This design comes from an exercise in tuning for small area on the open sky130 flow, not from production work. Only simulation tests tie the RTL to the original design; equivalence was not proved. Power is estimated from default activity; no workload was simulated.

oak:
## scct
module scct (
    input             clk,
    input             rst,
    input      [4:0]  address,
    input             read,
    output reg [31:0] readdata,
    input      [31:0] writedata,
    input             write,
    output            irq,
    input      [7:0]  pins_i,
    output     [7:0]  pins_o
);
Size in the first run: roughly 2300 cells after synthesis, about 21000 um^2 of cells after synthesis.
==> module scct_counter, before the edit <==
module scct_counter (
    input             clk,
    input             rst,
    input      [31:0] wd,         
    input             wen_ctr,
    input             wen_psc,
    input             wen_ie,
    input             wen_is,
    output reg [31:0] ctr,
    output reg        chg,        
    output reg [31:0] psc,
    output reg        ie,
    output reg        is
);
   reg [31:0] pd;
   reg        ovf;
   wire [32:0] dec = {1'b0, pd} - 33'd1;
   wire        tick = dec[32];
   wire [32:0] inc = {1'b0, ctr} + {32'd0, tick};
   wire w_ctr = ~rst & wen_ctr;
   wire h_ctr = ~rst & ~wen_ctr;
   wire w_psc = ~rst & wen_psc;
   wire h_psc = ~rst & ~wen_psc;
   wire w_ie  = ~rst & wen_ie;
   wire h_ie  = ~rst & ~wen_ie;
   always @(posedge clk) begin
      ctr <= ({32{w_ctr}} & wd) | ({32{h_ctr}} & inc[31:0]);
      psc <= ({32{w_psc}} & wd) | ({32{h_psc}} & psc);
      ie  <= (w_ie & wd[0]) | (h_ie & ie);
   end
   always @(posedge clk or posedge rst)
     if (rst) begin
        chg <= 0; is <= 0; pd <= 0; ovf <= 0;
     end else begin
        pd  <= dec[31:0] & (psc | {32{~tick}});
        chg <= tick;
        ovf <= inc[32] & ~wen_ctr;
        if (ovf) is <= ie;
        else if (wen_is & wd[0]) is <= 1'b0;
     end
endmodule
==> module scct, before the edit <==
module scct (
    input             clk,
    input             rst,
    input      [4:0]  address,
    input             read,
    output reg [31:0] readdata,
    input      [31:0] writedata,
    input             write,
    output            irq,
    input      [7:0]  pins_i,
    output     [7:0]  pins_o
);
   reg        wv;
   reg [4:0]  wa;
   reg [31:0] wd;
   always @(posedge clk) begin
      wa <= address;
      wd <= writedata;
   end
   always @(posedge clk or posedge rst)
     if (rst) wv <= 1'b0;
     else wv <= write;
   wire wen_lo  = wv & (wa[4:2] == 3'b000);
   wire wen_ch  = wv & (wa[4:3] == 2'b01);
   wire wen_ccr = wv & wa[4] & ~wa[3];
   wire wen_ctr = wen_lo & (wa[1:0] == 2'd0);
   wire wen_psc = wen_lo & (wa[1:0] == 2'd1);
   wire wen_cie = wen_lo & (wa[1:0] == 2'd2);
   wire wen_cis = wen_lo & (wa[1:0] == 2'd3);
   wire wen_ms  = wen_ch & (wa[2:0] == 3'd0);
   wire wen_act = wen_ch & (wa[2:0] == 3'd1);
   wire wen_ie  = wen_ch & (wa[2:0] == 3'd2);
   wire wen_is  = wen_ch & (wa[2:0] == 3'd3);
   wire wen_ocf = wen_ch & (wa[2:0] == 3'd4);
   wire [31:0] ctr, psc;
   wire        chg, cie, cis;
   scct_counter u_ctr (
      .clk(clk), .rst(rst), .wd(wd),
      .wen_ctr(wen_ctr), .wen_psc(wen_psc), .wen_ie(wen_cie), .wen_is(wen_cis),
      .ctr(ctr), .chg(chg), .psc(psc), .ie(cie), .is(cis));
   wire [7:0]  sel, ie, is;
   wire [15:0] act;
   wire [31:0] cc [0:7];
   genvar k;
   generate
      for (k = 0; k < 8; k = k + 1) begin : ch
         scct_channel u_ch (
            .clk(clk), .rst(rst), .ctr(ctr), .chg(chg),
            .wd(wd), .wd_k(wd[k]), .wd_act(wd[2*k+1:2*k]),
            .wen_ms(wen_ms), .wen_act(wen_act), .wen_ie(wen_ie), .wen_is(wen_is),
            .wen_ocf(wen_ocf), .wen_cc(wen_ccr & (wa[2:0] == k)),
            .pin_i(pins_i[k]),
            .sel(sel[k]), .act(act[2*k+1:2*k]), .ie(ie[k]), .is(is[k]),
            .out(pins_o[k]), .cc(cc[k]));
      end
   endgenerate
   assign irq = cis | (|is);
   wire hit_ccr = address[4] & ~address[3];
   wire hit_lo  = (address[4:2] == 3'b000);
   wire hit_ch  = (address[4:3] == 2'b01);
   wire r_ctr = hit_lo & (address[1:0] == 2'd0);
   wire r_psc = hit_lo & (address[1:0] == 2'd1);
   wire r_cie = hit_lo & (address[1:0] == 2'd2);
   wire r_cis = hit_lo & (address[1:0] == 2'd3);
   wire r_ms  = hit_ch & (address[2:0] == 3'd0);
   wire r_act = hit_ch & (address[2:0] == 3'd1);
   wire r_ie  = hit_ch & (address[2:0] == 3'd2);
   wire r_is  = hit_ch & (address[2:0] == 3'd3);
   wire r_inp = hit_ch & (address[2:0] == 3'd5);
   wire r_out = hit_ch & (address[2:0] == 3'd6);
   wire hit   = hit_lo | hit_ccr | (hit_ch & (address[2:0] != 3'd7));
   reg [31:0] rbus;
   integer j;
   always @* begin
      rbus = ({32{r_ctr}} & ctr) | ({32{r_psc}} & psc)
           | {31'd0, r_cie & cie} | {31'd0, r_cis & cis}
           | {24'd0, {8{r_ms}} & sel} | {16'd0, {16{r_act}} & act}
           | {24'd0, {8{r_ie}} & ie} | {24'd0, {8{r_is}} & is}
           | {24'd0, {8{r_inp}} & pins_i} | {24'd0, {8{r_out}} & pins_o};
      for (j = 0; j < 8; j = j + 1)
        rbus = rbus | ({32{hit_ccr & (address[2:0] == j)}} & cc[j]);
   end
   always @(posedge clk or posedge rst)
     if (rst) readdata <= 32'd0;
     else if (read & hit) readdata <= rbus;
endmodule
export LEC_CHECK = 0
export CAP_MARGIN = 20
export CORE_MARGIN = 2
export CORE_UTILIZATION = 45
export PLACE_DENSITY = 0.6
export SLEW_MARGIN = 20
create_clock -name core_clock -period 8.0 [get_ports {clk}]
standard.sh (not shown) runs the stock make flow with config.mk's settings and CLKGATE_MAP_FILE= SYNTH_SCRIPT=/design/flow/synth_recipe.tcl, a recipe that flattens the netlist after the stock synthesis.
==> flow/flow/run.sh <==
#!/bin/bash
# The standard synthesis, then its combinational logic re-mapped by ABC with
# an area-oriented script (every register stays as synthesis made it), then
# the standard layout from that netlist, with the smallest buffer on the
# ports, small repair buffers and a clock tree without dummy loads.
set -euo pipefail
R=orfs/results/$FLOW_PLATFORM/scct/base
LIB=$FLOW_HOME/platforms/$FLOW_PLATFORM/lib/sky130_fd_sc_hd__tt_025C_1v80.lib
bash standard.sh synth > standard_synth.log 2>&1
cp $R/1_2_yosys.v $R/1_2_yosys_std.v
bash flow/remap.sh $R/1_2_yosys_std.v $R/1_2_yosys.v "$LIB" flow/area.abc \
  "$FLOW_HOME/platforms/$FLOW_PLATFORM/config.mk" remap
rm -f $R/1_synth.odb $R/1_synth.sdc
export BUFFER_PORTS_ARGS="-buffer_cell sky130_fd_sc_hd__buf_1"
# clock tree: clkbuf_8 leaf buffers on clusters of up to 15 sinks, no dummy loads
export CTS_ARGS="-sink_clustering_enable -repair_clock_nets -dont_use_dummy_load -buf_list sky130_fd_sc_hd__clkbuf_8 -sink_clustering_size 15 -sink_clustering_max_diameter 50"
# repair buffers no larger than buf_2
DU="$(sed -n '/DONT_USE_CELLS/,/^$/p' $FLOW_HOME/platforms/$FLOW_PLATFORM/config.mk | tr -d '\\' | tr ' ' '\n' | grep sky130 | tr '\n' ' ')"
DU="$DU sky130_fd_sc_hd__buf_4 sky130_fd_sc_hd__buf_6 sky130_fd_sc_hd__buf_8 sky130_fd_sc_hd__buf_12 sky130_fd_sc_hd__buf_16 sky130_fd_sc_hd__bufbuf_8 sky130_fd_sc_hd__bufbuf_16"
bash standard.sh ${TARGET:-finish} "DONT_USE_CELLS=$DU" > standard_layout.log 2>&1
Other scripts of this flow, unchanged in this note and not shown: flow/flow/area.abc, flow/flow/remap.sh
For pine, these inputs were changed with respect to oak:
--- a/flow/design.v
+++ b/flow/design.v
@@ -11,14 +11,16 @@
     output reg [31:0] psc,
     output reg        ie,
     output reg        is
 );
    reg [31:0] pd;
    reg        ovf;
-   wire [32:0] dec = {1'b0, pd} - 33'd1;
-   wire        tick = dec[32];
+   reg        pnz;         
+   wire [31:0] dec = pd - 32'd1;
+   wire        tick = ~pnz;
+   wire [31:0] pd_next = dec & (psc | {32{~tick}});
    wire [32:0] inc = {1'b0, ctr} + {32'd0, tick};
    wire w_ctr = ~rst & wen_ctr;
    wire h_ctr = ~rst & ~wen_ctr;
    wire w_psc = ~rst & wen_psc;
    wire h_psc = ~rst & ~wen_psc;
    wire w_ie  = ~rst & wen_ie;
@@ -27,15 +29,16 @@
       ctr <= ({32{w_ctr}} & wd) | ({32{h_ctr}} & inc[31:0]);
       psc <= ({32{w_psc}} & wd) | ({32{h_psc}} & psc);
       ie  <= (w_ie & wd[0]) | (h_ie & ie);
    end
    always @(posedge clk or posedge rst)
      if (rst) begin
-        chg <= 0; is <= 0; pd <= 0; ovf <= 0;
+        chg <= 0; is <= 0; pd <= 0; ovf <= 0; pnz <= 0;
      end else begin
-        pd  <= dec[31:0] & (psc | {32{~tick}});
+        pd  <= pd_next;
+        pnz <= |pd_next;
         chg <= tick;
         ovf <= inc[32] & ~wen_ctr;
         if (ovf) is <= ie;
         else if (wen_is & wd[0]) is <= 1'b0;
      end
 endmodule
@@ -105,16 +108,17 @@
     output            irq,
     input      [7:0]  pins_i,
     output     [7:0]  pins_o
 );
    reg        wv;
    reg [4:0]  wa;
-   reg [31:0] wd;
+   reg [31:0] wdn;            
+   wire [31:0] wd = ~wdn;
    always @(posedge clk) begin
       wa <= address;
-      wd <= writedata;
+      wdn <= ~writedata;
    end
    always @(posedge clk or posedge rst)
      if (rst) wv <= 1'b0;
      else wv <= write;
    wire wen_lo  = wv & (wa[4:2] == 3'b000);
    wire wen_ch  = wv & (wa[4:3] == 2'b01);
Results
- Diff oak -> pine | headroom to the max-slew limit | increase of 5.4 points
- From oak to pine, count of boundary I/O pins did not move at all.
- Number of gates resized after cts delta for pine relative to oak: 1 lower
- [compare] base=oak new=pine: global-route met3 utilization now larger, floorplan die area saw little to no change, layout sequential cell count neither gained nor lost much, combinational group share of total power roughly the same.

## what the ideal ports hide
No port has a modelled driver above. Below, the same layouts with a new extraction and two added sets of constraints. Step 1, drivers: a clkbuf_16 drives clk and a buf_2 each remaining input, both assumed. Step 2 times the ports against the registers' clock, not the clock port: input delays grow and output delays shrink by t, the midpoint of the rising clock arrivals with the driver on. Three values: no drivers, after step 1, after step 2; two values: the first two.
run	t, ns	setup slack, ns	hold WS [ns]
oak	0.722	0.347 / 0.347 / 0.347	0.472 / 0.472 / 0.472
pine	0.748	1.395 / 1.395 / 1.395	0.441 / 0.441 / 0.441
After both steps every run listed still meets setup and hold.
